This is an optimization exercise on Yosys and OpenROAD, whose aim is small area and a short achievable clock period, not a production implementation.
At most, simulation tests tie the RTL to the original design; equivalence was not proved.
The RTL of runs 6 and 7 was laid out without a check of its function.
Power figures rest on the tool's default switching activity, not on a simulated workload.

==> flow/design.v <==
module bo_in (
	input	logic			rst,
	input	logic	[63:0]	a,
	input	logic			miss,
	input	logic			valid,
	input	logic			pref,
	input	logic			ready,
	input	logic	[7:0]	pt,
	input	logic	[12:0]	out_a,
	input	logic			out_v,
	input	logic	[5:0]	po,
	input	logic	[5:0]	cur_off,	 
	input	logic			cur_neg,	 
	output	logic			q,			 
	output	logic	[7:0]	pt_n,		 
	output	logic	[12:0]	out_a_n,	 
	output	logic			out_v_n,
	output	logic	[5:0]	ra_lo,
	output	logic			ra_inc,
	output	logic			ra_dec,
	output	logic	[5:0]	wr_lo,
	output	logic			wr_inc,
	output	logic			wr_dec
);
	function automatic logic [5:0] inc6(logic [5:0] a);
		inc6 = a ^ {&a[4:0], &a[3:0], &a[2:0], &a[1:0], a[0], 1'b1};
	endfunction
	logic	[6:0]	rs, ws, os;
	logic	[5:0]	oh;
	logic	[12:0]	pf_addr;
	logic			hit, issue;
	assign hit		= ~miss & valid;
	assign q		= ~hit | pt[a[62:60]];
	assign issue	= q & ready & po != 6'd0;
	always_comb begin
		pt_n = pt;
		if (hit)
			pt_n[a[62:60]] = pref;
		if (rst)
			pt_n = '0;
	end
	assign out_a_n	= rst ? 13'd0 : issue ? pf_addr : out_a;
	assign out_v_n	= ~rst & (issue | out_v);
	assign rs		= {1'b0, a[5:0]} + {1'b0, ~cur_off} + 7'd1;
	assign ws		= {1'b0, a[5:0]} + {1'b0, ~po} + 7'd1;
	assign ra_lo	= rs[5:0];
	assign wr_lo	= ws[5:0];
	assign ra_inc	= cur_neg & rs[6];
	assign ra_dec	= ~cur_neg & ~rs[6];
	assign wr_inc	= po[5] & ws[6];
	assign wr_dec	= ~po[5] & ~ws[6];
	assign os		= {1'b0, a[57:52]} + {1'b0, po};
	assign oh		= a[63:58];
	assign pf_addr	= {os[6] & (&oh), os[6] ? inc6(oh) : oh, os[5:0]};
endmodule
module bo_learn (
	input	logic	[6*64-1:0]	mem,	 
	input	logic	[5:0]	ra_lo,		 
	input	logic	[5:0]	a_hi,
	input	logic			ra_inc,
	input	logic			ra_dec,
	input	logic			pnd,
	input	logic	[4:0]	s0,			 
	input	logic	[4:0]	c0,			 
	input	logic	[5:0]	best_q,
	input	logic	[4:0]	nm_p,		 
	input	logic	[5:0]	nbo_p,
	input	logic	[5:0]	cur_off,
	input	logic			last,
	input	logic			end_c,
	input	logic	[4:0]	tl,			 
	output	logic			hitp,
	output	logic	[4:0]	nm,
	output	logic	[5:0]	nbo,
	output	logic			eol,
	output	logic	[5:0]	newpo,
	output	logic	[4:0]	cmax_n,
	output	logic	[5:0]	best_n,
	output	logic	[4:0]	tail
);
	function automatic logic [5:0] inc6(logic [5:0] a);
		inc6 = a ^ {&a[4:0], &a[3:0], &a[2:0], &a[1:0], a[0], 1'b1};
	endfunction
	function automatic logic [5:0] dec6(logic [5:0] a);
		dec6 = a ^ {~|a[4:0], ~|a[3:0], ~|a[2:0], ~|a[1:0], ~a[0], 1'b1};
	endfunction
	logic	[5:0]	rd_tag, ra_hi;
	logic	[5:0]	s1;
	logic			ge0, ge1;
	logic	[4:0]	nm0, nm1;
	logic	[5:0]	nbo0, nbo1;
	logic			eol0, eol1;
	logic	[5:0]	newpo0, newpo1;
	logic	[4:0]	tl1;
	assign rd_tag	= mem[6*ra_lo +: 6];
	assign ra_hi	= ra_inc ? inc6(a_hi) : ra_dec ? dec6(a_hi) : a_hi;
	assign hitp		= pnd & (ra_hi == 6'd0 || rd_tag == ra_hi);
	assign s1		= {1'b0, s0} + 6'd1;
	assign ge0		= s1 >= {1'b0, c0};
	assign nm0		= ge0 ? s1[4:0] : c0;
	assign nbo0		= ge0 ? cur_off : best_q;
	assign eol0		= last && (nm0 == 5'd31 || end_c);
	assign newpo0	= (nm0 <= 5'd1) ? 6'd0 : nbo0;
	assign ge1		= s1 >= {1'b0, nm_p};
	assign nm1		= ge1 ? s1[4:0] : nm_p;
	assign nbo1		= ge1 ? cur_off : nbo_p;
	assign eol1		= last && (nm1 == 5'd31 || end_c);
	assign newpo1	= (nm1 <= 5'd1) ? 6'd0 : nbo1;
	assign nm		= hitp ? nm1 : nm0;
	assign nbo		= hitp ? nbo1 : nbo0;
	assign eol		= hitp ? eol1 : eol0;
	assign newpo	= hitp ? newpo1 : newpo0;
	assign cmax_n	= hitp ? nm_p : c0;
	assign best_n	= hitp ? nbo_p : best_q;
	assign tl1		= tl + 5'd1;
	assign tail		= hitp ? tl1 : tl;
endmodule
module best_offset_prefetcher #(
	parameter	WIDTH		= 64,
	parameter	TAG_WIDTH	= 12,
	parameter	UP_NUM_SET	= 8,
	parameter	UP_NUM_ASSO	= 0
) (
	input		logic					clk,
	input		logic					rst,
	input		logic	[WIDTH - 1:0]	up_address_i,
	input		logic					up_miss_i,
	input		logic					up_valid_i,
	input		logic					up_prefetched_i,
	input		logic					lo_ready_i,
	output		logic	[WIDTH - 1:0]	lo_prefetch_address_o,
	output		logic					lo_prefetch_valid_o
);
	localparam int NOFF = 46;
	function automatic logic [5:0] inc6(logic [5:0] a);
		inc6 = a ^ {&a[4:0], &a[3:0], &a[2:0], &a[1:0], a[0], 1'b1};
	endfunction
	function automatic logic [5:0] dec6(logic [5:0] a);
		dec6 = a ^ {~|a[4:0], ~|a[3:0], ~|a[2:0], ~|a[1:0], ~a[0], 1'b1};
	endfunction
	localparam logic [23*6-1:0] MAGS = {
		6'd1,  6'd2,  6'd3,  6'd4,  6'd5,  6'd6,  6'd7,  6'd8,
		6'd9,  6'd10, 6'd11, 6'd12, 6'd13, 6'd14, 6'd15, 6'd16,
		6'd18, 6'd20, 6'd24, 6'd30, 6'd32, 6'd36, 6'd40};
	function automatic logic [5:0] mag_of(logic [4:0] k);
		mag_of = (k < 5'd23) ? MAGS[6*k +: 6] : 6'd1;
	endfunction
	logic	[5:0]	cur_q;			 
	logic	[6:0]	round_q;		 
	logic			qd;				 
	logic			qr;				 
	logic			clr_d;			 
	logic	[4:0]	cmax_q;			 
	logic	[5:0]	best_q;			 
	logic	[4:0]	nm_p;			 
	logic	[5:0]	nbo_p;			 
	logic			pnd;			 
	logic	[5:0]	ra_lo;			 
	logic			ra_inc, ra_dec;	 
	logic	[5:0]	a_hi;			 
	logic			r0d;			 
	logic	[5:0]	po;				 
	logic	[7:0]	pt;				 
	logic			wr_en;			 
	logic	[5:0]	wr_lo;
	logic			wr_inc, wr_dec;
	logic			rst_d;
	logic	[12:0]	out_a;
	logic			out_v;
	logic	[4:0]	ring [NOFF];
	logic	[6*64-1:0]	mem;		 
	logic	[5:0]	mag, cur_off;
	logic			q;
	logic	[7:0]	pt_n;
	logic	[12:0]	out_a_n;
	logic			out_v_n;
	logic	[5:0]	ra_lo_n, wr_lo_n;
	logic			ra_inc_n, ra_dec_n, wr_inc_n, wr_dec_n;
	logic	[5:0]	cur;
	logic	[6:0]	round_c;
	assign cur		= clr_d ? 6'd0 : !qd ? cur_q : (cur_q == NOFF - 1) ? 6'd0 : cur_q + 6'd1;
	assign round_c	= clr_d ? 7'd0 : (qd && cur_q == NOFF - 1) ? round_q + 7'd1 : round_q;
	assign mag		= mag_of(cur[5:1]);
	assign cur_off	= cur[0] ? mag : -mag;
	bo_in u_in (
		.rst	(rst),
		.a		(up_address_i),
		.miss	(up_miss_i),
		.valid	(up_valid_i),
		.pref	(up_prefetched_i),
		.ready	(lo_ready_i),
		.pt		(pt),
		.out_a	(out_a),
		.out_v	(out_v),
		.po		(po),
		.cur_off(cur_off),
		.cur_neg(~cur[0]),
		.q		(q),
		.pt_n	(pt_n),
		.out_a_n(out_a_n),
		.out_v_n(out_v_n),
		.ra_lo	(ra_lo_n),
		.ra_inc	(ra_inc_n),
		.ra_dec	(ra_dec_n),
		.wr_lo	(wr_lo_n),
		.wr_inc	(wr_inc_n),
		.wr_dec	(wr_dec_n)
	);
	logic	[5:0]	wr_hi, dbus;
	assign wr_hi	= wr_inc ? inc6(a_hi) : wr_dec ? dec6(a_hi) : a_hi;
	assign dbus		= wr_hi & {6{~rst_d}};
	genvar i;
	generate
		for (i = 0; i < 64; i++) begin : g_entry
			always_ff @(posedge clk) begin
				if (rst_d || (wr_en && wr_lo == i))
					mem[6*i +: 6] <= dbus;
			end
		end
	endgenerate
	logic			last, end_c, hitp, eol;
	logic	[4:0]	s0, c0, tl, nm, cmax_n, tail;
	logic	[5:0]	nbo, newpo, best_n;
	assign last		= cur == NOFF - 1;
	assign end_c	= round_c == 7'd99;
	assign s0		= (round_c == 7'd0) ? 5'd0 : (qd ? ring[1] : ring[0]);
	assign c0		= clr_d ? 5'd0 : cmax_q;
	assign tl		= r0d ? 5'd0 : ring[0];
	bo_learn u_learn (
		.mem	(mem),
		.ra_lo	(ra_lo),
		.a_hi	(a_hi),
		.ra_inc	(ra_inc),
		.ra_dec	(ra_dec),
		.pnd	(pnd),
		.s0		(s0),
		.c0		(c0),
		.best_q	(best_q),
		.nm_p	(nm_p),
		.nbo_p	(nbo_p),
		.cur_off(cur_off),
		.last	(last),
		.end_c	(end_c),
		.tl		(tl),
		.hitp	(hitp),
		.nm		(nm),
		.nbo	(nbo),
		.eol	(eol),
		.newpo	(newpo),
		.cmax_n	(cmax_n),
		.best_n	(best_n),
		.tail	(tail)
	);
	always_ff @(posedge clk) begin
		cmax_q	<= cmax_n;
		best_q	<= best_n;
		nm_p	<= nm;
		nbo_p	<= nbo;
		r0d		<= round_c == 7'd0;
		cur_q	<= cur;
		round_q	<= round_c;
		rst_d	<= rst;
		qr		<= q;
		ra_lo	<= ra_lo_n;
		ra_inc	<= ra_inc_n;
		ra_dec	<= ra_dec_n;
		wr_lo	<= wr_lo_n;
		wr_inc	<= wr_inc_n;
		wr_dec	<= wr_dec_n;
		a_hi	<= up_address_i[11:6];
		pt		<= pt_n;
		out_a	<= out_a_n;
		out_v	<= out_v_n;
		if (rst) begin
			qd		<= 1'b0;
			clr_d	<= 1'b1;
			pnd		<= 1'b0;
			po		<= '0;
			wr_en	<= 1'b0;
		end else begin
			if (q && eol)
				po	<= newpo;
			qd		<= q;
			clr_d	<= q & eol;
			pnd		<= q & up_valid_i & ~eol;
			wr_en	<= up_prefetched_i | po == 6'd0;
		end
	end
	generate
		for (i = 0; i < NOFF; i++) begin : g_ring
			always_ff @(posedge clk) begin
				if (qr)
					ring[i] <= (i == NOFF - 1) ? tail : ring[(i + 1) % NOFF];
			end
		end
	endgenerate
	assign lo_prefetch_address_o	= {{(WIDTH - 13){1'b0}}, out_a};
	assign lo_prefetch_valid_o		= out_v;
endmodule
==> flow/flow/run.sh <==
#!/bin/bash
# Layout: the standard flow (standard.sh) with two changes to how it is
# made: Yosys leaves adders to ABC instead of mapping them to ha/fa cells
# first (ADDER_MAP_FILE empty), and the port buffers are buf_2 cells.
set -euo pipefail
bash standard.sh "ADDER_MAP_FILE=" "BUFFER_PORTS_ARGS=-buffer_cell sky130_fd_sc_hd__buf_2" "SETUP_SLACK_MARGIN=12.6" finish > standard_flow.log 2>&1
==> flow/constraint.sdc <==
create_clock -name core_clock -period 17.0 [get_ports {clk}]
set_input_delay 3.4000 -clock core_clock [delete_from_list [all_inputs] [get_ports {clk}]]
set_output_delay 3.4000 -clock core_clock [all_outputs]
set_load 0.01 [all_outputs]
==> flow/config.mk <==
export PLATFORM = sky130hd
export DESIGN_NAME = best_offset_prefetcher
export DESIGN_NICKNAME = best_offset_prefetcher
export VERILOG_FILES = /design/flow/design.v
export SDC_FILE = /design/flow/constraint.sdc
export NUM_CORES = 4
export LEC_CHECK = 0
export CAP_MARGIN = 20
export CORE_MARGIN = 2
export CORE_UTILIZATION = 65
export CTS_CLUSTER_DIAMETER = 80
export CTS_CLUSTER_SIZE = 24
export SLEW_MARGIN = 20
export SYNTH_HIERARCHICAL = 1
export SYNTH_MINIMUM_KEEP_SIZE = 0
==> flow/standard.sh <==
#!/bin/bash
# synth_recipe.tcl (not shown) runs the flow's synth.tcl, then flattens the netlist and writes it again
# the make line also repeats each setting of config.mk as NAME=value (left out here)
make -C /OpenROAD-flow-scripts/flow DESIGN_CONFIG=/design/flow/config.mk WORK_HOME=/design/flow/orfs CLKGATE_MAP_FILE= SYNTH_SCRIPT=/design/flow/synth_recipe.tcl "${@:-finish}"
==> results of run 1 <==
## cell usage in the layout, fill, tap and decap left out, types with 8 or more instances in the layout
master,n
mux4_2,69
nand2_1,57
a221oi_1,14
nand2b_1,21
maj3_1,9
buf_6,16
nor2_1,60
a22oi_1,29
buf_4,27
a21o_1,45
conb_1,51
nor2_4,9
edfxtp_1,614
o21ai_0,49
buf_2,27
mux2i_1,71
dfxtp_1,65
o211ai_1,11
nand3_1,37
clkbuf_16,40
nor3_1,20
and2_1,8
xnor2_1,52
inv_1,43
clkbuf_1,8
nand4_1,13
xor2_1,24
mux2_2,9
or2_2,8
dfxtp_2,20
mux4_1,9
nor2b_1,35
a21oi_1,43
o21bai_1,21
## metrics by stage
step	setup WS (ps)	total power [mW]	instances
3_5_place_dp	10640	2.54	2338
6_report	12580	3.53	2421
5_1_grt	12540	3.64	2421
3_3_place_gp	10750	2.53	2338
2_1_floorplan	12210	2.42	1828
4_1_cts	12540	3.55	2416
## per-module statistics from Yosys (local to each module, per instance)
module,flops+latches,copies in the design,cell area [um2],cells inside
bo_learn,0,1,4770,502
bo_in,0,1,1420,198
best_offset_prefetcher,706,1,22700,1078
## final timing paths
| kind | slack (ps) | end | cells past startpoint | from |
|---|---|---|---|---|
| worst max-delay path | 12580 | lo_prefetch_address_o[0] | 1 | out_a[0]$_DFF_P_ |
| worst min-delay path | 420 | ring[44][3]$_DFFE_PP_ | 0 | ring[45][3]$_DFFE_PP_ |
| worst max register to register | 12800 | po[5]$_SDFFE_PP0P_ | 15 | ra_lo[4]$_DFF_P_ |
| worst min register to register | 420 | ring[44][3]$_DFFE_PP_ | 0 | ring[45][3]$_DFFE_PP_ |
## power groups by stage
stage               Sequential [mW]  Clock [mW]  Combinational [mW]
floorplan                      2.15           0               0.270
global route                   2.15        1.08               0.419
CTS                            2.14        1.02               0.384
detailed placement             2.17           0               0.367
global placement               2.17           0               0.362
finish                         2.14       0.997               0.394
## area by class of cell
| cell class | instances | share of cell area |
|---|---|---|
| inverter | 49 | 0.00608 |
| sequential | 706 | 0.655 |
| clock inverter | 15 | 0.00540 |
| tap | 592 | 0.0239 |
| clock buffer | 48 | 0.0332 |
| multi-input combinational | 932 | 0.255 |
| timing repair buffer | 79 | 0.0222 |
## repair_timing
action                     4_1_cts  5_1_grt
setup endpoints to repair       63       34
buffers inserted                14        5
cloned                           1        0
resized for setup               68       28
pin swaps                        4        3
## cells by family (layout without fill, tap and decap cells)
kind of cell | Yosys count | in the layout | share of synthesized area
DFF | 706 | 706 | 0.702
and+or+nand+nor | 320 | 321 | 0.0585
AOI/OAI and AO/OA | 311 | 311 | 0.0819
buffers and inverters | 191 | 191 | 0.0390
muxes | 161 | 161 | 0.0913
xor gates and xnor gates | 76 | 76 | 0.0230
adders and majority gates | 12 | 12 | 0.00429
other | 1 | 51 | 0.000130
## registers in the layout, indices dropped and copies added (netlist names), 5 cells and up
register	cells
mem	384
ring	230
out_a	13
pt	8
round_q	7
a_hi	6
best_q	6
cur_q	6
nbo_p	6
po	6
ra_lo	6
wr_lo	6
cmax_q	5
nm_p	5
## per-layer routing
metal	up-vias	track usage
met5	-	0
met4	0	0.0743
met3	92	0.0381
met2	496	0.388
met1	7616	0.371
li1	6852	-
==> results.cfg, run 1 <==
[sta]
rsz0062_at_grt = true
finalCriticalPeriod_ps = 4420
holdWs_ps = 419
clock.fmax_mhz = 226
finalMaxSlewViolations = 0
clock-skew-final_ps = 33.4
hold_violations = 0
setup_violations = 0
slew_headroom = 0.314
post-route-period-util = 0.260
worstMarginPinSlew_ps = 1030
setup_tns_ps = 0

[die]
die_x_um = 215
ioPinCount = 135
dieHeight_um = 215
start_util = 0.656
fp.coreArea_mm2 = 0.0440
dieArea_mm2 = 0.0462
rows = 77

[yosys]
synth_top_area_share = 0.638
yosysMostFrequentCell = edfxtp_1
yosysWarningCount = 10
netlist_instances = 1778
async_flop_share = 0
syn_area_mm2 = 0.0289
synth_edf_count = 614
synth_area_leaders = edfxtp_1, dfxtp_1, mux4_2, mux2i_1, buf_4
synthFlopType = edfxtp_1
yosysSeqAreaShare = 0.702
ys_ff_latch = 706
avgSynthCellArea_um2 = 16.3
synth_area_leader_cell = edfxtp_1
yosysUniqueCellTypes = 98
ys_top_cells_by_count = edfxtp_1, dfxtp_1, mux2i_1, mux4_2, nor2_1

[clock_tree]
clk_latency_ps = 600
cts_max_level = 2
cts_tree = built
cts_sinks = 706
clk_pin_slew_ps = 90
cts_root_buf = clkbuf_16
clk_path_buf_depth = 3
cts_made_buffers = 39
ctsHoldBuffers = 0

[layout]
num-fill-cells = 2847
areaGrowthSynthToFinish_pct = 7.47
finish.net_count = 1877
multiInputGateArea_mm2 = 0.00791
utilization = 0.705
design_area_mm2 = 0.0311
antenna_cells = 0
seq_area_mm2 = 0.0203
drive_above_1_share = 0.176

[route]
num_vias = 15100
routed_wirelength_um = 57600
wl_met3_um = 3780
drc_errors = 0
ant_nets = 0
dr_wl_met2_um = 27200
wl_per_cell_um = 23.8
firstDrtPassIters = 6
drt_iter0_markers = 1571
viasPerCell = 6.22
wl_met1_um = 25200
highest_layer = met4

[place]
gp_congestion = 0.838
placed_area_mm2 = 0.0293
dpl.hpwl_um = 36100
port_buffers = 43

[job]
drv_cap = 0

[power]
p_leak_nw = 11.1
pwr-share-comb = 0.112
p_per_area_mw_per_mm2 = 114
switching_share = 0.246
p_sw_uw = 867
p_seq_frac = 0.606
internal-power_mw = 2.66
ir_drop_v = 0.000101
p_clk_frac = 0.283

[critical_path]
critPathRequiredTime_ps = 13600
startpoint_type = register
crit_fanout = 2
worstPathArrival_ps = 1020
cp-end-kind = primary output
cp_slowest_cell = dfxtp_2
crit_type = register to primary output
crit_buf_inv = 1
cp_cell_sequence = buf_6
critical-path-top-delay-family = flip-flops
slowest_delay_ps = 340

[global_routing]
grt_antenna_before_repair = 0
grt_overflow = 0
grt_pass1_wl_um = 86600
grt_max_degree = 92
grt.total_usage = 0.249
grt_pass1_vias = 14500

[run_status]
status = finished clean

[hold_path]
worstHoldPathType = register to register
==> run 2: changes to the inputs <==
--- a/flow/config.mk
+++ b/flow/config.mk
@@ -9,3 +9,3 @@
 export CORE_MARGIN = 2
-export CORE_UTILIZATION = 65
+export CORE_UTILIZATION = 50
 export CTS_CLUSTER_DIAMETER = 80
==> run 2 against run 1 <==
Flip-flop and latch count unchanged. Wire length grew 3.8%. Area after synthesis unchanged. Clock power rose by 4%. Largest cell class unchanged.
==> results.cfg, run 2 <==
[yosys]
synth_fa_ha_area_frac = 0.00429
synthFlopType = edfxtp_1
synth_area_leader_cell = edfxtp_1
yosysMostFrequentCell = edfxtp_1
synth_simple_gate_area_share = 0.0585
async_flop_share = 0
synth-xor-area-share = 0.0230
synth_area_leaders = edfxtp_1, dfxtp_1, mux4_2, mux2i_1, buf_4
ys_ff_latch = 706
synth_top_family_by_area = multiplexers
synth_top_area_share = 0.638
synth_mux_area_frac = 0.0913
netlist_instances = 1778
synth_edf_count = 614
yosysUniqueCellTypes = 98
yosysSeqAreaShare = 0.702
synth_compound_area_frac = 0.0819
syn_area_mm2 = 0.0289
yosysWarningCount = 10
ys_top_cells_by_count = edfxtp_1, dfxtp_1, mux2i_1, mux4_2, nor2_1
avgSynthCellArea_um2 = 16.3

[layout]
areaGrowthSynthToFinish_pct = 8.68
largest_register = mem
design_area_mm2 = 0.0314
drive_above_1_share = 0.177
antenna_cells = 0
final_cell_mix = edfxtp_1, mux2i_1, mux4_2
final_common_cell = edfxtp_1
largest_reg_flops = 384
utilization = 0.547
reg_top3 = mem x384, ring x230, out_a x13
finish.net_count = 1886

[critical_path]
startpoint_type = register
r2r_cells = 15
cp_slowest_cell = dfxtp_2
critPathRequiredTime_ps = 13600
reg2reg_from = ra_lo[1]$_DFF_P_
timing.rr.end = po[0]$_SDFFE_PP0P_
cp_cell_sequence = buf_6
slowest_delay_ps = 360
critical-path-top-delay-family = flip-flops
cp-end-kind = primary output
crit_fanout = 2
worstPathArrival_ps = 1040
crit_buf_inv = 1
crit_type = register to primary output
r2r_setup_slack_ps = 12800

[power]
internal-power_mw = 2.68
p_seq_frac = 0.600
p_leak_nw = 11.1
switching_share = 0.245
ir_drop_v = 0.0000930
p_per_area_mw_per_mm2 = 113
p_clk_frac = 0.292
p_sw_uw = 868
pwr-share-comb = 0.109

[clock_tree]
clk_path_buf_depth = 3
clk_pin_slew_ps = 90
cts_max_level = 2
cts_made_buffers = 39
cts_tree = built
cts_root_buf = clkbuf_16
clk_latency_ps = 600
ctsHoldBuffers = 0
cts_sinks = 706

[sta]
clock-skew-final_ps = 22.4
clock.fmax_mhz = 225
hold_violations = 0
worstMarginPinSlew_ps = 1040
setup_tns_ps = 0
finalMaxSlewViolations = 0
setup_violations = 0
finalCriticalPeriod_ps = 4440
post-route-period-util = 0.261
rsz0062_at_grt = true
slew_headroom = 0.305

[die]
rows = 88
fp.coreArea_mm2 = 0.0574
start_util = 0.504
die_x_um = 244
ioPinCount = 135
dieArea_mm2 = 0.0597
dieHeight_um = 244

[route]
drc_errors = 0
routed_wirelength_um = 59800
ant_nets = 0
drt_iter0_markers = 1515
viasPerCell = 5.82
firstDrtPassIters = 5
wl_per_cell_um = 22.9
num_vias = 15200

[global_routing]
gr-usage-met3 = 0.0258
grt.total_usage = 0.200
grt_max_degree = 90
use_met2 = 0.312
grt_pass1_vias = 14700
grt_pass1_wl_um = 90000
grt_busiest_layer = met2
grtUsageMet1 = 0.300
grt_overflow = 0
grt_antenna_before_repair = 0

[place]
placed_area_mm2 = 0.0295
gp_congestion = 0.851
port_buffers = 43
dpl.hpwl_um = 37700

[hold_path]
min_to = ring[36][0]$_DFFE_PP_
hold_start = ring[37][0]$_DFFE_PP_
worstHoldPathType = register to register
min_path_cells = 0

[run_status]
status = finished clean

[job]
drv_cap = 0
-- run 2: cell counts after synthesis --
No cell type changed its count.
-- run 2: cell type report --
type	instances	area [um2]
inverter	49	188
clock inverter	14	191
timing repair buffer	88	787
tap	765	957
multi-input combinational	932	7880
clock buffer	55	1070
sequential	706	20300
fill	4522	26000
-- run 2: power groups by stage --
stage / registers [mW] / logic (mW) / clock network, mW
after floorplan: 2.15 / 0.270 / 0
after global placement: 2.17 / 0.361 / 0
final: 2.13 / 0.386 / 1.04
after detailed placement: 2.17 / 0.367 / 0
after CTS: 2.13 / 0.376 / 1.07
after global routing: 2.15 / 0.415 / 1.13
-- run 2: logic make-up after synthesis --
group / Yosys count
adders and majority gates: 12
xor gates and xnor gates: 76
and+or+nand+nor: 320
AOI/OAI and AO/OA: 311
DFF: 706
buffers and inverters: 191
other: 1
muxes: 161
-- run 2: repair_timing --
| item | in CTS | in global routing |
|---|---|---|
| gates cloned | 1 | 1 |
| endpoints found under the setup margin | 63 | 34 |
| setup buffers | 14 | 11 |
| pin swaps | 4 | 7 |
| resized for setup | 65 | 26 |
-- run 2: metal layers --
metal / vias up / wire length (um) / part of all wire
li1: 6881 / - / -
met1: 7841 / 27400 / 0.46
met2: 376 / 28100 / 0.47
met3: 76 / 3170 / 0.053
met4: 0 / 1110 / 0.019
met5: - / 0 / 0
-- run 2: Yosys stat by module, one instance, submodules excluded --
module | area (um2) | flops+latches | times used
best_offset_prefetcher | 22700 | 706 | 1
bo_learn | 4770 | 0 | 1
bo_in | 1420 | 0 | 1
-- run 2: worst max-delay path by stage --
stage                                 from                  endpoint  slack (ps)  cells after the start
after floorplan           up_address_i[60]            pnd$_SDFF_PP0_       12210                      7
after global placement    ra_lo[0]$_DFF_P_        po[5]$_SDFFE_PP0P_       11220                     14
after detailed placement     qd$_SDFF_PP0_        po[4]$_SDFFE_PP0P_       11140                     16
after CTS                 out_a[2]$_DFF_P_  lo_prefetch_address_o[2]       12520                      1
after global routing      out_a[8]$_DFF_P_  lo_prefetch_address_o[8]       12520                      1
final                     out_a[9]$_DFF_P_  lo_prefetch_address_o[9]       12560                      1
-- run 2: per-stage QoR --
| stage | cells | total power, mW | worst slack (ps) | hold WS, ps |
|---|---|---|---|---|
| final | 2609 | 3.55 | 12560 | 422 |
| after floorplan | 1828 | 2.42 | 12210 | 400 |
| after global placement | 2512 | 2.53 | 11220 | 403 |
| after CTS | 2596 | 3.58 | 12520 | 416 |
| after global routing | 2609 | 3.69 | 12520 | 423 |
| after detailed placement | 2512 | 2.54 | 11140 | 405 |
==> run 3: changes to the inputs <==
--- a/flow/config.mk
+++ b/flow/config.mk
@@ -9,5 +9,6 @@
 export CORE_MARGIN = 2
-export CORE_UTILIZATION = 50
+export CORE_UTILIZATION = 75
 export CTS_CLUSTER_DIAMETER = 80
 export CTS_CLUSTER_SIZE = 24
+export PLACE_DENSITY = 0.8
 export SLEW_MARGIN = 20
==> run 3 against run 2 <==
Sequential power about the same. Cell count decreased by 10%. Area after synthesis unchanged. Critical path depth unchanged. Global-route usage increased by 12 points. Design area decreased by 1.3%. Clock skew increased by 25 ps. Combinational power increased by 8.5%. Utilization increased by 27 points. Setup slack unchanged. Die area decreased by 33%. Total power decreased by 0.54%. Largest cell class unchanged.
==> results.cfg, run 3 <==
[run_status]
status = finished clean

[layout]
num-fill-cells = 1861
multiInputGateArea_mm2 = 0.00795
finish.net_count = 1884
design_area_mm2 = 0.0310
utilization = 0.819
antenna_cells = 0
final_cell_mix = edfxtp_1, mux2i_1, mux4_2
areaGrowthSynthToFinish_pct = 7.22
final_common_cell = edfxtp_1
drive_above_1_share = 0.180
reg_top3 = mem x384, ring x230, out_a x13
largest_reg_flops = 384
largest_register = mem
seq_area_mm2 = 0.0203

[critical_path]
cp_slowest_cell = dfxtp_2
worstPathArrival_ps = 1040
crit_buf_inv = 1
critical-path-top-delay-family = flip-flops
cp_cell_sequence = buf_6
critPathRequiredTime_ps = 13600
cp-end-kind = primary output
crit_fanout = 2
crit_type = register to primary output
startpoint_type = register
slowest_delay_ps = 370

[sta]
setup_tns_ps = 0
rsz0062_at_grt = true
hold_violations = 0
worstMarginPinSlew_ps = 1120
worst_slack_ps = 12560
clock.fmax_mhz = 225
post-route-period-util = 0.261
finalCriticalPeriod_ps = 4440
finalMaxSlewViolations = 0
slew_headroom = 0.247
clock-skew-final_ps = 47.3
setup_violations = 0

[clock_tree]
cts_sinks = 706
cts_root_buf = clkbuf_16
cts_max_level = 2
clk_path_buf_depth = 3
cts_tree = built
ctsHoldBuffers = 0
cts_made_buffers = 36
clk_pin_slew_ps = 120
clk_latency_ps = 600

[yosys]
yosysUniqueCellTypes = 98
yosysMostFrequentCell = edfxtp_1
synth_area_leaders = edfxtp_1, dfxtp_1, mux4_2, mux2i_1, buf_4
yosysWarningCount = 10
async_flop_share = 0
yosysSeqAreaShare = 0.702
ys_ff_latch = 706
syn_area_mm2 = 0.0289
ys_top_cells_by_count = edfxtp_1, dfxtp_1, mux2i_1, mux4_2, nor2_1
synth_area_leader_cell = edfxtp_1
synthFlopType = edfxtp_1
avgSynthCellArea_um2 = 16.3
netlist_instances = 1778
synth_edf_count = 614
synth_top_area_share = 0.638

[route]
wl_per_cell_um = 27.7
firstDrtPassIters = 8
routed_wirelength_um = 65000
drt_iter0_markers = 2336
num_vias = 16100
drc_errors = 0
ant_nets = 0
viasPerCell = 6.88

[place]
dpl.hpwl_um = 37400
placed_area_mm2 = 0.0292
preCtsSetupSlack_ps = 10630
port_buffers = 43
gp_congestion = 0.914

[die]
ioPinCount = 135
dieArea_mm2 = 0.0401
fp.coreArea_mm2 = 0.0378
dieHeight_um = 200
start_util = 0.764
die_x_um = 200
rows = 71

[global_routing]
grt_pass1_wl_um = 97300
grt_antenna_before_repair = 1
grt.total_usage = 0.324
grt_overflow = 0
grt_pass1_vias = 15800
grt_max_degree = 88

[power]
ir_drop_v = 0.0000949
p_per_area_mw_per_mm2 = 114
p_leak_nw = 11.1

[job]
drv_cap = 0

[hold_path]
worstHoldPathType = register to register
[run 3: cell types whose count changed in the layout (fill, tap and decap cells not counted), sizes merged]
cell,previous run,this run
clkinv,9,5
clkbuf,57,53
bufinv,1,0
nor2,70,71
inv,51,48
buf,86,88
[run 3: per-stage QoR]
stage	hold WS [ps]	cells	power, mW
6_report	415	2346	3.53
3_3_place_gp	404	2258	2.52
2_1_floorplan	400	1828	2.42
3_5_place_dp	405	2258	2.55
4_1_cts	403	2327	3.51
5_1_grt	410	2346	3.63
[run 3: metal layers]
layer  track usage  up-vias  share of wire
met3        0.0610      168           0.10
met4         0.102        2          0.034
li1              -     6855              -
met2         0.517     1076           0.48
met1         0.466     8040           0.38
met5             0        -        0.00018
[run 3: timing repair]
action,CTS,global route
cloned,1,1
pin swaps,3,6
endpoints found under the setup margin,63,42
buffers inserted,9,17
resized for setup,71,32
[run 3: where the power goes]
group          switching [mW]  total, mW  internal [mW]
logic                   0.273      0.419          0.146
clock network           0.543      0.971          0.428
registers              0.0720       2.14           2.07
total                   0.888       3.53           2.64
[run 3: Yosys stat by module, one instance, submodules excluded]
| module | flip-flops and latches | cells inside |
|---|---|---|
| bo_in | 0 | 198 |
| best_offset_prefetcher | 706 | 1078 |
| bo_learn | 0 | 502 |
[run 3: kinds of logic (layout without fill, tap and decap cells)]
kind of cell,count (synthesis),count (layout),share of synthesized area
AND/OR/NAND/NOR,320,322,0.0585
XOR/XNOR,76,76,0.0230
flip-flops,706,706,0.702
multiplexers,161,161,0.0913
adder cells (fa/ha/maj),12,12,0.00429
AO/OA/AOI/OAI,311,311,0.0819
buffers and inverters,191,196,0.0390
other,1,51,0.000130
[run 3: final timing paths]
check | endpoint | startpoint | cells after the start | slack (ps)
max reg2reg | po[3]$_SDFFE_PP0P_ | ra_lo[4]$_DFF_P_ | 15 | 12630
max | lo_prefetch_address_o[6] | out_a[6]$_DFF_P_ | 1 | 12560
min reg2reg | ring[31][2]$_DFFE_PP_ | ring[32][2]$_DFFE_PP_ | 0 | 410
min | ring[31][2]$_DFFE_PP_ | ring[32][2]$_DFFE_PP_ | 0 | 410
[run 3: cell type report]
class                      count  area share
sequential                   706       0.656
multi-input combinational    933       0.257
clock buffer                  53      0.0330
timing repair buffer          88      0.0255
tap                          511      0.0206
inverter                      49     0.00622
clock inverter                 6     0.00202
==> run 4: changes to the inputs <==
--- a/flow/flow/run.sh
+++ b/flow/flow/run.sh
@@ -5,2 +5,2 @@
 set -euo pipefail
-bash standard.sh "ADDER_MAP_FILE=" "BUFFER_PORTS_ARGS=-buffer_cell sky130_fd_sc_hd__buf_2" "SETUP_SLACK_MARGIN=12.6" finish > standard_flow.log 2>&1
+bash standard.sh "ADDER_MAP_FILE=" "BUFFER_PORTS_ARGS=-buffer_cell sky130_fd_sc_hd__buf_2" "SETUP_SLACK_MARGIN=12.3" finish > standard_flow.log 2>&1
--- a/flow/config.mk
+++ b/flow/config.mk
@@ -9,6 +9,5 @@
 export CORE_MARGIN = 2
-export CORE_UTILIZATION = 75
+export CORE_UTILIZATION = 65
 export CTS_CLUSTER_DIAMETER = 80
 export CTS_CLUSTER_SIZE = 24
-export PLACE_DENSITY = 0.8
 export SLEW_MARGIN = 20
==> run 4 against run 3 <==
Still clean on timing, DRC and antenna. Design area is 1.4% lower. Critical path depth increased by 5. Clock power decreased by 2.3%. Total power fell by 2.0%. Clock skew shrank 21 ps. Register-to-register slack worse by 100 ps. Cell count increased by 2.5%. Largest cell class unchanged. Largest power group unchanged.
==> results.cfg, run 4 <==
[yosys]
yosysWarningCount = 10
synth_area_leader_cell = edfxtp_1
yosysUniqueCellTypes = 98
synth_top_area_share = 0.638
yosysMostFrequentCell = edfxtp_1
avgSynthCellArea_um2 = 16.3
ys_top_cells_by_count = edfxtp_1, dfxtp_1, mux2i_1, mux4_2, nor2_1
synthFlopType = edfxtp_1
async_flop_share = 0
synth_edf_count = 614
syn_area_mm2 = 0.0289
netlist_instances = 1778
ys_ff_latch = 706
yosysSeqAreaShare = 0.702
synth_area_leaders = edfxtp_1, dfxtp_1, mux4_2, mux2i_1, buf_4

[critical_path]
worstPathArrival_ps = 5070
critPathRequiredTime_ps = 17480
cp-endpoint = pnd$_SDFF_PP0_
r2r_cells = 15
crit_start = up_address_i[60]
timing.rr.end = po[1]$_SDFFE_PP0P_
startpoint_type = input port
reg2reg_from = ra_lo[0]$_DFF_P_
cp-end-kind = register
crit_fanout = 11
r2r_setup_slack_ps = 12530
crit_type = input port to register

[sta]
setup_violations = 0
rsz0062_at_grt = true
finalCriticalPeriod_ps = 4590
finalMaxSlewViolations = 0
worst_slack_ps = 12410
setup_tns_ps = 0
clock.fmax_mhz = 218
slew_headroom = 0.377
post-route-period-util = 0.270
worstMarginPinSlew_ps = 935
hold_violations = 0
clock-skew-final_ps = 25.9

[place]
port_buffers = 43
place_inst = 2339
placed_area_mm2 = 0.0293
dpl.hpwl_um = 35700
preCtsSetupSlack_ps = 11220
gp_congestion = 0.837

[die]
fp.coreArea_mm2 = 0.0440
start_util = 0.656
die_x_um = 215
ioPinCount = 135
dieArea_mm2 = 0.0462
dieHeight_um = 215
rows = 77

[global_routing]
grt_overflow = 0
grt.total_usage = 0.247
grt_max_degree = 83
grt_pass1_vias = 14400
grt_pass1_wl_um = 86300
grt_antenna_before_repair = 0

[clock_tree]
clk_latency_ps = 590
cts_max_level = 2
ctsHoldBuffers = 0
cts_made_buffers = 37
clk_path_buf_depth = 3
cts_root_buf = clkbuf_16
cts_tree = built
clk_pin_slew_ps = 90
cts_sinks = 706

[power]
ir_drop_v = 0.000133
p_seq_frac = 0.617
internal-power_mw = 2.62
pwr-share-comb = 0.108
p_sw_uw = 840
p_leak_nw = 10.9
p_clk_frac = 0.274
p_per_area_mw_per_mm2 = 113
switching_share = 0.243

[layout]
stdcell_count = 2405
reg_top3 = mem x384, ring x230, out_a x13
final_cell_mix = edfxtp_1, dfxtp_1, mux2i_1
final_common_cell = edfxtp_1
largest_reg_flops = 384
antenna_cells = 0
design_area_mm2 = 0.0306
finish.net_count = 1859
largest_register = mem
areaGrowthSynthToFinish_pct = 5.74
drive_above_1_share = 0.149

[hold_path]
worstHoldPathType = register to register

[run_status]
status = finished clean

[job]
drv_cap = 0

[route]
firstDrtPassIters = 5
drc_errors = 0
routed_wirelength_um = 56500
drt_iter0_markers = 1381
ant_nets = 0
num_vias = 15000
wl_per_cell_um = 23.5
viasPerCell = 6.22
==> run 4: cell count changes in the layout (fill, tap and decap cells not counted), sizes merged <==
cell / change
buf: -24
clkbuf: -3
clkinv: +2
clkinvlp: +1
inv: +4
nor2: -2
==> run 4: cell type report <==
class,instances,area [um2]
timing repair buffer,64,407
clock inverter,13,116
inverter,49,186
clock buffer,50,975
fill,2965,13500
sequential,706,20300
tap,592,741
multi-input combinational,931,7820
==> run 4: worst max-delay path, stage by stage <==
cell,delay [ps]
buf_2,210
mux4_2,560
o22ai_4,320
inv_2,180
nor2b_1,180
and3b_1,210
==> run 4: worst min path at each step <==
stage | from | end | depth (start not counted)
5_1_grt | ring[11][2]$_DFFE_PP_ | ring[10][2]$_DFFE_PP_ | 0
2_1_floorplan | ring[11][0]$_DFFE_PP_ | ring[10][0]$_DFFE_PP_ | 0
3_3_place_gp | ring[44][2]$_DFFE_PP_ | ring[43][2]$_DFFE_PP_ | 0
3_5_place_dp | ring[14][3]$_DFFE_PP_ | ring[13][3]$_DFFE_PP_ | 0
4_1_cts | ring[30][1]$_DFFE_PP_ | ring[29][1]$_DFFE_PP_ | 0
6_report | ring[4][4]$_DFFE_PP_ | ring[3][4]$_DFFE_PP_ | 0
==> run 4: power by group through the flow <==
stage               clock network, mW  registers [mW]  logic, mW
floorplan                           0            2.15      0.270
global placement                    0            2.17      0.364
detailed placement                  0            2.17      0.368
CTS                             0.973            2.14      0.373
global route                     1.03            2.15      0.402
finish                          0.949            2.13      0.375
==> run 4: modules after synthesis (local to each module, per instance) <==
module	flip-flops and latches	times used	cell area, um2	cells inside
bo_in	0	1	1420	198
best_offset_prefetcher	706	1	22700	1078
bo_learn	0	1	4770	502
==> run 4: cells by family after synthesis <==
family / synth area share
AO/OA/AOI/OAI: 0.0819
XOR/XNOR: 0.0230
adder cells (fa/ha/maj): 0.00429
buffers and inverters: 0.0390
flip-flops: 0.702
multiplexers: 0.0913
other: 0.000130
AND/OR/NAND/NOR: 0.0585
==> run 4: per-layer routing <==
metal	vias to the layer above	share of wire	track usage
li1	6814	-	-
met1	7581	0.45	0.378
met2	491	0.47	0.378
met3	72	0.066	0.0433
met4	0	0.018	0.0567
met5	-	0	0
==> run 4: timing repair <==
action                     4_1_cts  5_1_grt
gates resized for setup         18       19
setup buffers                    0        3
setup endpoints to repair       23       15
hold endpoints to repair         0        0
pin swaps                        1        1
==> run 4: stage by stage <==
stage                     hold slack, ps  power, mW  utilization
final                                415       3.46        0.694
after global routing                 423       3.58        0.694
after CTS                            419       3.48        0.692
after detailed placement             405       2.54        0.666
after global placement               403       2.53        0.666
after floorplan                      400       2.42            -
==> run 5: changes to the inputs <==
--- a/flow/flow/run.sh
+++ b/flow/flow/run.sh
@@ -5,2 +5,2 @@
 set -euo pipefail
-bash standard.sh "ADDER_MAP_FILE=" "BUFFER_PORTS_ARGS=-buffer_cell sky130_fd_sc_hd__buf_2" "SETUP_SLACK_MARGIN=12.3" finish > standard_flow.log 2>&1
+bash standard.sh "ADDER_MAP_FILE=" "BUFFER_PORTS_ARGS=-buffer_cell sky130_fd_sc_hd__buf_2" "SETUP_SLACK_MARGIN=12.9" finish > standard_flow.log 2>&1
==> run 5 against run 4 <==
Still clean on timing, DRC and antenna. Clock-buffer cell count down 1. Setup slack better by 160 ps. Area after synthesis unchanged. Sequential power about the same. Combinational power up 13%. Global-route usage up 0.82 points. Synthesized cell count unchanged. Clock skew down 1.1 ps. Flip-flop and latch count unchanged. Worst hold slack about the same. Clock power up 0.9%. First-iteration DRC count up 6.1%. Largest cell class unchanged. Highest routed layer unchanged.
==> results.cfg, run 5 <==
[run_status]
status = finished clean

[route]
firstDrtPassIters = 6
drc_errors = 0
drt_iter0_markers = 1465
wl_per_cell_um = 24.4
routed_wirelength_um = 60000
viasPerCell = 6.31
num_vias = 15500
ant_nets = 0

[critical_path]
cp_slowest_cell = dfxtp_2
cp-end-kind = primary output
critPathRequiredTime_ps = 13600
slowest_delay_ps = 360
crit_buf_inv = 1
cp_cell_sequence = buf_6
critical-path-top-delay-family = flip-flops
startpoint_type = register
crit_fanout = 2
crit_type = register to primary output
worstPathArrival_ps = 1030

[layout]
finish.net_count = 1921
reg_top3 = mem x384, ring x230, out_a x13
final_cell_mix = edfxtp_1, mux2i_1, mux4_2
largest_reg_flops = 384
final_common_cell = edfxtp_1
drive_above_1_share = 0.216
antenna_cells = 0
areaGrowthSynthToFinish_pct = 9.93
largest_register = mem

[sta]
clock.fmax_mhz = 226
finalCriticalPeriod_ps = 4430
setup_violations = 0
finalMaxSlewViolations = 0
slew_headroom = 0.291
worst_slack_ps = 12570
post-route-period-util = 0.261
holdWs_ps = 415
rsz0062_at_grt = true
worstMarginPinSlew_ps = 1050
hold_violations = 0
clock-skew-final_ps = 24.8
setup_tns_ps = 0

[yosys]
yosysUniqueCellTypes = 98
ys_ff_latch = 706
netlist_instances = 1778
ys_top_cells_by_count = edfxtp_1, dfxtp_1, mux2i_1, mux4_2, nor2_1
yosysWarningCount = 10
synth_area_leader_cell = edfxtp_1
yosysSeqAreaShare = 0.702
syn_area_mm2 = 0.0289
yosysMostFrequentCell = edfxtp_1
synth_edf_count = 614
synth_top_area_share = 0.638
synthFlopType = edfxtp_1
synth_area_leaders = edfxtp_1, dfxtp_1, mux4_2, mux2i_1, buf_4
async_flop_share = 0
avgSynthCellArea_um2 = 16.3

[hold_path]
worstHoldPathType = register to register

[global_routing]
grt_pass1_vias = 14700
grt_antenna_before_repair = 0
grt_overflow = 0
grt_pass1_wl_um = 88600
grt.total_usage = 0.255
grt_max_degree = 199

[clock_tree]
cts_max_level = 2
ctsHoldBuffers = 0
clk_latency_ps = 590
cts_made_buffers = 37
cts_tree = built
clk_path_buf_depth = 3
clk_pin_slew_ps = 90
cts_root_buf = clkbuf_16
cts_sinks = 706

[die]
dieHeight_um = 215
rows = 77
dieArea_mm2 = 0.0462
fp.coreArea_mm2 = 0.0440
start_util = 0.656
die_x_um = 215
ioPinCount = 135

[power]
power_mw = 3.50
p_leak_nw = 11.4
ir_drop_v = 0.000112
p_per_area_mw_per_mm2 = 110

[place]
preCtsSetupSlack_ps = 10930
dpl.hpwl_um = 35300
gp_congestion = 0.808
port_buffers = 43

[job]
drv_cap = 0
==> run 5: cell types whose count changed in the layout (fill, tap and decap cells not counted), moves of 8 or more <==
cell | before | now
buf_12 | 0 | 8
buf_2 | 43 | 19
buf_4 | 15 | 60
buf_6 | 3 | 28
dfxtp_1 | 81 | 65
dfxtp_2 | 6 | 20
nand2_1 | 59 | 51
o21ai_0 | 50 | 42
==> run 5: layout make-up <==
cell class                      instances  area (um2)
Fill cell                            2782       12300
Timing Repair Buffer                  123        1200
Tap cell                              592         741
Inverter                               49         209
Clock inverter                         10         109
Clock buffer                           49         992
Multi-Input combinational cell        934        8190
Sequential cell                       706       20300
==> run 5: report_power, final <==
group	switching (mW)	internal [mW]
clock	0.522	0.437
combinational	0.269	0.154
sequential	0.0567	2.07
==> run 5: routing by layer <==
layer / share of wire / global-route usage / up-vias
li1: - / - / 6958
met1: 0.44 / 0.381 / 7969
met2: 0.47 / 0.391 / 513
met3: 0.067 / 0.0483 / 106
met4: 0.028 / 0.0743 / 0
met5: 0 / 0 / -
==> run 5: kinds of logic (layout without fill, tap and decap cells) <==
| family | Yosys count | count (layout) | share of synthesized area |
|---|---|---|---|
| xor gates and xnor gates | 76 | 76 | 0.0230 |
| buffers and inverters | 191 | 231 | 0.0390 |
| muxes | 161 | 161 | 0.0913 |
| other | 1 | 51 | 0.000130 |
| AOI/OAI and AO/OA | 311 | 311 | 0.0819 |
| DFF | 706 | 706 | 0.702 |
| and+or+nand+nor | 320 | 323 | 0.0585 |
| adders and majority gates | 12 | 12 | 0.00429 |
==> run 5: worst paths after layout <==
| path | from | end | slack (ps) | cells past startpoint |
|---|---|---|---|---|
| worst min register to register | ring[4][3]$_DFFE_PP_ | ring[3][3]$_DFFE_PP_ | 420 | 0 |
| worst min-delay path | ring[4][3]$_DFFE_PP_ | ring[3][3]$_DFFE_PP_ | 420 | 0 |
| worst max-delay path | out_a[12]$_DFF_P_ | lo_prefetch_address_o[12] | 12570 | 1 |
| worst max register to register | ra_lo[1]$_DFF_P_ | po[0]$_SDFFE_PP0P_ | 12810 | 15 |
==> run 5: timing repair <==
action                                  CTS  global route
endpoints found under the setup margin   69            49
resized for setup                       132            43
setup buffers                            35            25
cloned                                    2             5
pin swaps                                31            29
==> run 5: metrics by stage <==
step	cells	util	cell area [um2]
after floorplan	1828	-	29200
after CTS	2433	0.711	31300
after global placement	2337	0.667	29400
after detailed placement	2337	0.667	29400
after global routing	2463	0.721	31800
final	2463	0.721	31800
==> run 5: Yosys stat by module, one instance, submodules excluded <==
module                  cells inside  cell area [um2]
best_offset_prefetcher          1078            22700
bo_learn                         502             4770
bo_in                            198             1420
==> run 6: changes to the inputs <==
--- a/flow/design.v
+++ b/flow/design.v
@@ -12,3 +12,2 @@
 	input	logic	[5:0]	cur_off,	 
-	input	logic			cur_neg,	 
 	output	logic			q,			 
@@ -18,4 +17,3 @@
 	output	logic	[5:0]	ra_lo,
-	output	logic			ra_inc,
-	output	logic			ra_dec,
+	output	logic			ra_c,		 
 	output	logic	[5:0]	wr_lo,
@@ -47,4 +45,3 @@
 	assign wr_lo	= ws[5:0];
-	assign ra_inc	= cur_neg & rs[6];
-	assign ra_dec	= ~cur_neg & ~rs[6];
+	assign ra_c		= rs[6];
 	assign wr_inc	= po[5] & ws[6];
@@ -59,4 +56,4 @@
 	input	logic	[5:0]	a_hi,
-	input	logic			ra_inc,
-	input	logic			ra_dec,
+	input	logic			ra_c,
+	input	logic			ra_pos,		 
 	input	logic			pnd,
@@ -95,3 +92,3 @@
 	assign rd_tag	= mem[6*ra_lo +: 6];
-	assign ra_hi	= ra_inc ? inc6(a_hi) : ra_dec ? dec6(a_hi) : a_hi;
+	assign ra_hi	= (~ra_pos & ra_c) ? inc6(a_hi) : (ra_pos & ~ra_c) ? dec6(a_hi) : a_hi;
 	assign hitp		= pnd & (ra_hi == 6'd0 || rd_tag == ra_hi);
@@ -158,5 +155,4 @@
 	logic	[5:0]	ra_lo;			 
-	logic			ra_inc, ra_dec;	 
+	logic			ra_c;			 
 	logic	[5:0]	a_hi;			 
-	logic			r0d;			 
 	logic	[5:0]	po;				 
@@ -177,3 +173,3 @@
 	logic	[5:0]	ra_lo_n, wr_lo_n;
-	logic			ra_inc_n, ra_dec_n, wr_inc_n, wr_dec_n;
+	logic			ra_c_n, wr_inc_n, wr_dec_n;
 	logic	[5:0]	cur;
@@ -196,3 +192,2 @@
 		.cur_off(cur_off),
-		.cur_neg(~cur[0]),
 		.q		(q),
@@ -202,4 +197,3 @@
 		.ra_lo	(ra_lo_n),
-		.ra_inc	(ra_inc_n),
-		.ra_dec	(ra_dec_n),
+		.ra_c	(ra_c_n),
 		.wr_lo	(wr_lo_n),
@@ -227,3 +221,3 @@
 	assign c0		= clr_d ? 5'd0 : cmax_q;
-	assign tl		= r0d ? 5'd0 : ring[0];
+	assign tl		= (round_q == 7'd0) ? 5'd0 : ring[0];
 	bo_learn u_learn (
@@ -232,4 +226,4 @@
 		.a_hi	(a_hi),
-		.ra_inc	(ra_inc),
-		.ra_dec	(ra_dec),
+		.ra_c	(ra_c),
+		.ra_pos	(cur_q[0]),
 		.pnd	(pnd),
@@ -258,3 +252,2 @@
 		nbo_p	<= nbo;
-		r0d		<= round_c == 7'd0;
 		cur_q	<= cur;
@@ -264,4 +257,3 @@
 		ra_lo	<= ra_lo_n;
-		ra_inc	<= ra_inc_n;
-		ra_dec	<= ra_dec_n;
+		ra_c	<= ra_c_n;
 		wr_lo	<= wr_lo_n;
--- a/flow/flow/run.sh
+++ b/flow/flow/run.sh
@@ -5,2 +5,2 @@
 set -euo pipefail
-bash standard.sh "ADDER_MAP_FILE=" "BUFFER_PORTS_ARGS=-buffer_cell sky130_fd_sc_hd__buf_2" "SETUP_SLACK_MARGIN=12.9" finish > standard_flow.log 2>&1
+bash standard.sh "ADDER_MAP_FILE=" "BUFFER_PORTS_ARGS=-buffer_cell sky130_fd_sc_hd__buf_2" "SETUP_SLACK_MARGIN=12.6" finish > standard_flow.log 2>&1
==> run 6 against run 5 <==
Clock power increased by 2.5%. Worst hold slack improved by 1.5 ps. Die area about the same. Flip-flop and latch count decreased by 2. Design area decreased by 2.0%. First-iteration DRC count decreased by 4.4%. Global-route usage decreased by 0.51 points. Via count decreased by 2.3%. Area after synthesis about the same. Non-clock buffer count decreased by 24. Sequential power about the same. Critical endpoint is now lo_prefetch_address_o[0].
==> results.cfg, run 6 <==
[die]
rows = 77
dieHeight_um = 215
ioPinCount = 135
dieArea_mm2 = 0.0461
die_x_um = 215
fp.coreArea_mm2 = 0.0440
start_util = 0.656

[power]
internal-power_mw = 2.69
p_seq_frac = 0.597
ir_drop_v = 0.0000824
p_leak_nw = 11.2
p_sw_uw = 864
switching_share = 0.243
p_per_area_mw_per_mm2 = 114
pwr-share-comb = 0.126
p_clk_frac = 0.276

[critical_path]
crit_type = register to primary output
slowest_delay_ps = 360
cp_cell_sequence = buf_6
crit_buf_inv = 1
critical-path-top-delay-family = flip-flops
worstPathArrival_ps = 1020
cp-end-kind = primary output
startpoint_type = register
critPathRequiredTime_ps = 13600
crit_fanout = 2
cp_slowest_cell = dfxtp_2

[yosys]
synth_area_leader_cell = edfxtp_1
synth_fa_ha_area_frac = 0.00381
synth_top_area_share = 0.639
yosysUniqueCellTypes = 104
yosysSeqAreaShare = 0.701
ys_ff_latch = 704
synth_edf_count = 614
synth_mux_area_frac = 0.0922
synthFlopType = edfxtp_1
syn_area_mm2 = 0.0289
yosysWarningCount = 10
yosysMostFrequentCell = edfxtp_1
synth_compound_area_frac = 0.0759
async_flop_share = 0
synth_top_family_by_area = multiplexers
synth_area_leaders = edfxtp_1, dfxtp_1, mux4_2, mux2i_1, buf_4
netlist_instances = 1810
avgSynthCellArea_um2 = 16.0
ys_top_cells_by_count = edfxtp_1, dfxtp_1, nor2_1, nand2_1, mux2i_1
synth_simple_gate_area_share = 0.0658
synth-xor-area-share = 0.0233

[layout]
reg_top3 = mem x384, ring x230, out_a x13
final_common_cell = edfxtp_1
areaGrowthSynthToFinish_pct = 7.83
largest_register = mem
drive_above_1_share = 0.172
finish.net_count = 1936
largest_reg_flops = 384
design_area_mm2 = 0.0311
final_cell_mix = edfxtp_1, nand2_1, nor2_1

[clock_tree]
cts_max_level = 2
cts_tree = built
ctsHoldBuffers = 0
cts_made_buffers = 38
cts_root_buf = clkbuf_16
clk_path_buf_depth = 3
clk_latency_ps = 590
clk_pin_slew_ps = 90
cts_sinks = 704

[sta]
setup_tns_ps = 0
rsz0062_at_grt = true
clock.fmax_mhz = 226
finalCriticalPeriod_ps = 4420
clock-skew-final_ps = 32.3
worst_slack_ps = 12580
finalMaxSlewViolations = 0
hold_violations = 0
post-route-period-util = 0.260
slew_headroom = 0.263
worstMarginPinSlew_ps = 1100
setup_violations = 0

[run_status]
status = finished clean

[global_routing]
grt_pass1_wl_um = 87500
grt_max_degree = 93
grt.total_usage = 0.250
grt_pass1_vias = 14500
grt_overflow = 0
grt_antenna_before_repair = 8

[place]
dpl.hpwl_um = 36200
preCtsSetupSlack_ps = 11650
port_buffers = 43
placed_area_mm2 = 0.0293
gp_congestion = 0.885

[hold_path]
worstHoldPathType = register to register

[route]
firstDrtPassIters = 5
ant_nets = 0
num_vias = 15200
routed_wirelength_um = 57700
wl_per_cell_um = 23.2
drt_iter0_markers = 1400
viasPerCell = 6.11
drc_errors = 0

[job]
drv_cap = 0
==> run 6: cell count changes after synthesis, moves of 6 or more <==
cell      delta
o21ai_0      -8
a221oi_1     -6
mux2_2       +6
nor2b_1      -7
mux4_2       -6
a22oi_1     -16
a21oi_1     +18
nand2_1     +24
nand3_1      -7
a211oi_1     +7
nor2_1      +21
==> run 6: repair_timing <==
item | 4_1_cts | 5_1_grt
buffers inserted | 13 | 21
endpoints found under the setup margin | 49 | 42
gates resized for setup | 54 | 32
endpoints found under the hold margin | 0 | 0
cloned | 1 | 1
pin swaps | 6 | 9
==> run 6: area by class of cell <==
cell class / instances / area, um2
clock inverter: 13 / 138
clock buffer: 47 / 1020
fill: 2936 / 12900
timing repair buffer: 99 / 852
tap: 592 / 741
sequential: 704 / 20300
multi-input combinational: 975 / 7890
inverter: 48 / 194
antenna: 5 / 12.5
==> run 6: cells by family (layout without fill, tap and decap cells) <==
kind of cell | after synthesis | in the layout
buffers and inverters | 182 | 207
other | 1 | 56
AND/OR/NAND/NOR | 369 | 370
adder cells (fa/ha/maj) | 11 | 11
flip-flops | 704 | 704
XOR/XNOR | 76 | 76
AO/OA/AOI/OAI | 300 | 300
multiplexers | 167 | 167
==> run 6: stage by stage <==
stage / power, mW / instances / hold slack [ps] / util
2_1_floorplan: 2.45 / 1860 / 400 / -
4_1_cts: 3.56 / 2456 / 418 / 0.700
3_5_place_dp: 2.58 / 2382 / 405 / 0.666
6_report: 3.55 / 2483 / 417 / 0.707
3_3_place_gp: 2.57 / 2382 / 403 / 0.666
5_1_grt: 3.67 / 2480 / 422 / 0.707
==> run 6: power by group through the flow <==
stage / sequential, mW / combinational (mW) / clock [mW]
floorplan: 2.14 / 0.314 / 0
global placement: 2.16 / 0.407 / 0
detailed placement: 2.17 / 0.413 / 0
CTS: 2.13 / 0.427 / 1.01
global route: 2.14 / 0.479 / 1.06
finish: 2.12 / 0.448 / 0.982
==> run 6: metal layers <==
layer / up-vias / track usage / wire [um] / part of all wire
met1: 7702 / 0.365 / 25100 / 0.44
met5: - / 0 / 51 / 0.00088
met3: 88 / 0.0456 / 3570 / 0.062
li1: 6980 / - / - / -
met2: 403 / 0.398 / 27700 / 0.48
met4: 8 / 0.0637 / 1260 / 0.022
==> run 6: worst paths after layout <==
| kind | from | end | slack, ps | cells after the start |
|---|---|---|---|---|
| hold / removal | ring[16][0]$_DFFE_PP_ | ring[15][0]$_DFFE_PP_ | 420 | 0 |
| hold reg to reg | ring[16][0]$_DFFE_PP_ | ring[15][0]$_DFFE_PP_ | 420 | 0 |
| setup reg to reg | ra_lo[0]$_DFF_P_ | po[2]$_SDFFE_PP0P_ | 12780 | 13 |
| setup / recovery | out_a[0]$_DFF_P_ | lo_prefetch_address_o[0] | 12580 | 1 |
==> run 6: per-module statistics from Yosys, one instance, submodules excluded <==
module | cell area (um2) | flip-flops and latches | cells
best_offset_prefetcher | 22700 | 704 | 1077
bo_learn | 4860 | 0 | 537
bo_in | 1350 | 0 | 196
==> run 7: changes to the inputs <==
==> flow/flow/run.sh (replaced) <==
#!/bin/bash
# Layout: the standard flow (standard.sh) with these changes to how it is
# made:
#  - Yosys leaves adders to ABC instead of mapping them to ha/fa cells first
#    (ADDER_MAP_FILE empty);
#  - the port buffers that buffer_ports inserts are buf_2 cells;
#  - timing repair works towards a setup slack of 12.6 ns, not 0;
#  - clock tree synthesis clusters up to 24 sinks within 100 um per leaf
#    buffer and adds no dummy loads.
set -euo pipefail
bash standard.sh "ADDER_MAP_FILE=" \
	"BUFFER_PORTS_ARGS=-buffer_cell sky130_fd_sc_hd__buf_2" \
	"SETUP_SLACK_MARGIN=12.6" \
	"CTS_ARGS=-sink_clustering_enable -repair_clock_nets -sink_clustering_size 24 -sink_clustering_max_diameter 100 -dont_use_dummy_load" \
	finish > standard_flow.log 2>&1
==> run 7 against run 6 <==
Still clean. Register-to-register slack gained 40 ps. Critical path depth is the same. Cell count fell by 0.44%. Clock power shrank 12%. Die area did not move. Area after synthesis is the same. Total power down 3.1%. Clock-buffer cell count down 12. Utilization decreased by 0.26 points. Synthesized cell count unchanged. Highest routed layer unchanged.
==> results.cfg, run 7 <==
[run_status]
status = finished clean

[die]
ioPinCount = 135
dieHeight_um = 215
die_x_um = 215
rows = 77
dieArea_mm2 = 0.0461
start_util = 0.656
fp.coreArea_mm2 = 0.0440

[yosys]
synth_mux_area_frac = 0.0922
synth-xor-area-share = 0.0233
ys_top_cells_by_count = edfxtp_1, dfxtp_1, nor2_1, nand2_1, mux2i_1
yosysSeqAreaShare = 0.701
avgSynthCellArea_um2 = 16.0
ys_ff_latch = 704
synth_simple_gate_area_share = 0.0658
synth_fa_ha_area_frac = 0.00381
synth_compound_area_frac = 0.0759
synth_top_area_share = 0.639
async_flop_share = 0
synth_top_family_by_area = multiplexers
synth_edf_count = 614
netlist_instances = 1810
yosysMostFrequentCell = edfxtp_1
synth_area_leader_cell = edfxtp_1
yosysUniqueCellTypes = 104
synth_area_leaders = edfxtp_1, dfxtp_1, mux4_2, mux2i_1, buf_4
synthFlopType = edfxtp_1
syn_area_mm2 = 0.0289
yosysWarningCount = 10

[layout]
finish.net_count = 1947
final_cell_mix = edfxtp_1, nand2_1, nor2_1
largest_reg_flops = 384
largest_register = mem
drive_above_1_share = 0.173
multiInputGateArea_mm2 = 0.00791
final_common_cell = edfxtp_1
seq_area_mm2 = 0.0203
design_area_mm2 = 0.0310
reg_top3 = mem x384, ring x230, out_a x13
num-fill-cells = 2925
areaGrowthSynthToFinish_pct = 7.43

[place]
port_buffers = 43
dpl.hpwl_um = 36200
gp_congestion = 0.885
placed_area_mm2 = 0.0293

[critical_path]
worstPathArrival_ps = 1020
critPathRequiredTime_ps = 13600
reg2reg_from = ra_lo[1]$_DFF_P_
crit_fanout = 2
critical-path-top-delay-family = flip-flops
startpoint_type = register
cp_cell_sequence = buf_6
cp-end-kind = primary output
crit_type = register to primary output
crit_start = out_a[0]$_DFF_P_
cp_slowest_cell = dfxtp_2
slowest_delay_ps = 370
crit_buf_inv = 1

[sta]
hold_violations = 0
worstMarginPinSlew_ps = 1120
setup_violations = 0
holdWs_ps = 380
setup_tns_ps = 0
slew_headroom = 0.244
finalMaxSlewViolations = 0
rsz0062_at_grt = true
clock.fmax_mhz = 226
finalCriticalPeriod_ps = 4420
clock-skew-final_ps = 37.0
post-route-period-util = 0.260

[route]
wl_per_cell_um = 23.4
num_vias = 15200
routed_wirelength_um = 57900
drt_iter0_markers = 1341
drc_errors = 0
ant_nets = 0
viasPerCell = 6.13
firstDrtPassIters = 6

[clock_tree]
cts_max_level = 2
ctsHoldBuffers = 0
clk_pin_slew_ps = 90
cts_tree = built
cts_root_buf = clkbuf_16
clk_latency_ps = 560
clk_path_buf_depth = 3
cts_sinks = 704
cts_made_buffers = 35

[global_routing]
grt_pass1_wl_um = 87300
grt_antenna_before_repair = 9
grt.total_usage = 0.250
grt_max_degree = 93
grt_pass1_vias = 14500
grt_overflow = 0

[hold_path]
hold_start = ring[35][1]$_DFFE_PP_
worstHoldPathType = register to register

[power]
ir_drop_v = 0.000100
p_leak_nw = 11.2
p_per_area_mw_per_mm2 = 111

[job]
drv_cap = 0
-- run 7: cell counts after synthesis --
Identical to the previous run, type by type.
-- run 7: worst register-to-register path, delay by kind of cell, from the launching register on --
family	cells	cell delay [ps]
compound gates	5	1070
xor+xnor	1	220
buf+inv	3	800
flops	1	330
mux	2	1110
simple gates	5	590
-- run 7: kinds of logic (layout without fill, tap and decap cells) --
| group | count (synthesis) | in the layout |
|---|---|---|
| compound gates | 300 | 300 |
| mux | 167 | 167 |
| simple gates | 369 | 370 |
| other cells | 1 | 56 |
| fa+ha+maj | 11 | 11 |
| buf+inv | 182 | 196 |
| xor+xnor | 76 | 76 |
| flops | 704 | 704 |
-- run 7: path summary, 6_finish.rpt --
check | end | slack [ps] | cells after the start
min | ring[34][1]$_DFFE_PP_ | 380 | 0
min reg2reg | ring[34][1]$_DFFE_PP_ | 380 | 0
max | lo_prefetch_address_o[0] | 12580 | 1
max reg2reg | po[5]$_SDFFE_PP0P_ | 12820 | 16
-- run 7: area by class of cell --
cell class	count	area share
inverter	48	0.00625
sequential	704	0.654
multi-input combinational	975	0.255
timing repair buffer	113	0.0323
tap	592	0.0239
antenna	5	0.000403
clock buffer	35	0.0282
-- run 7: where the power goes --
part           switching [mW]  internal (mW)  leakage [nW]
Sequential             0.0614           2.06          7.08
Combinational           0.275          0.185          3.66
Clock                   0.490          0.370         0.431
-- run 7: stage by stage --
| stage | worst slack [ps] | utilization | total power [mW] | instances |
|---|---|---|---|---|
| final | 12580 | 0.705 | 3.44 | 2472 |
| after global routing | 12550 | 0.704 | 3.56 | 2470 |
| after CTS | 12550 | 0.694 | 3.44 | 2431 |
| after detailed placement | 11650 | 0.666 | 2.58 | 2382 |
| after global placement | 11690 | 0.666 | 2.57 | 2382 |
| after floorplan | 12210 | - | 2.45 | 1860 |
-- run 7: modules after synthesis (local to each module, per instance) --
module                  area (um2)  flops+latches  times used
best_offset_prefetcher       22700            704           1
bo_in                         1350              0           1
bo_learn                      4860              0           1
-- run 7: timing repair --
action | in CTS | in global routing
setup buffers | 13 | 34
gates resized for setup | 56 | 35
cloned | 1 | 2
pin swaps | 7 | 10
setup endpoints to repair | 49 | 42
-- run 7: metal layers --
layer | part of all wire | GRT usage | vias to the layer above
met5 | 0.00088 | 0 | -
met4 | 0.021 | 0.0618 | 8
met3 | 0.058 | 0.0374 | 87
met2 | 0.48 | 0.399 | 420
met1 | 0.44 | 0.368 | 7650
li1 | - | - | 6987

[static timing again, ports no longer ideal]
The flow's constraints put no driver on any port. The routed layouts listed below were extracted and timed again, unchanged, in two steps.
Step 1, drivers: a clkbuf_16 drives clk and a buf_2 each remaining input, both assumed.
Step 2, shift: input delay + t, output delay - t, t = (earliest + latest rising clock arrival at the registers) / 2. This alone moves slack from input paths to output paths.
Three values: ideal, step 1, step 2; two values: the first two.
run	t (ns)	setup WS [ns]	worst setup path at the end	worst data-port slew with drivers (ns)
run 1	0.637	12.577 / 12.520 / 11.993	input to register	0.06
run 2	0.649	12.559 / 12.494 / 12.008	input to register	0.08
run 3	0.633	12.559 / 12.504 / 12.009	input to register	0.07
run 4	0.631	12.407 / 12.439 / 11.808	input to register	0.05
run 5	0.637	12.568 / 12.506 / 11.998	input to register	0.08
run 6	0.633	12.579 / 12.519 / 11.997	input to register	0.08
run 7	0.607	12.578 / 12.521 / 12.009	input to register	0.08
After both steps setup and hold are still met in every run listed. For run 4, which loses most, drivers alone change the setup slack by +0.032 ns; drivers and shift together by -0.599 ns.
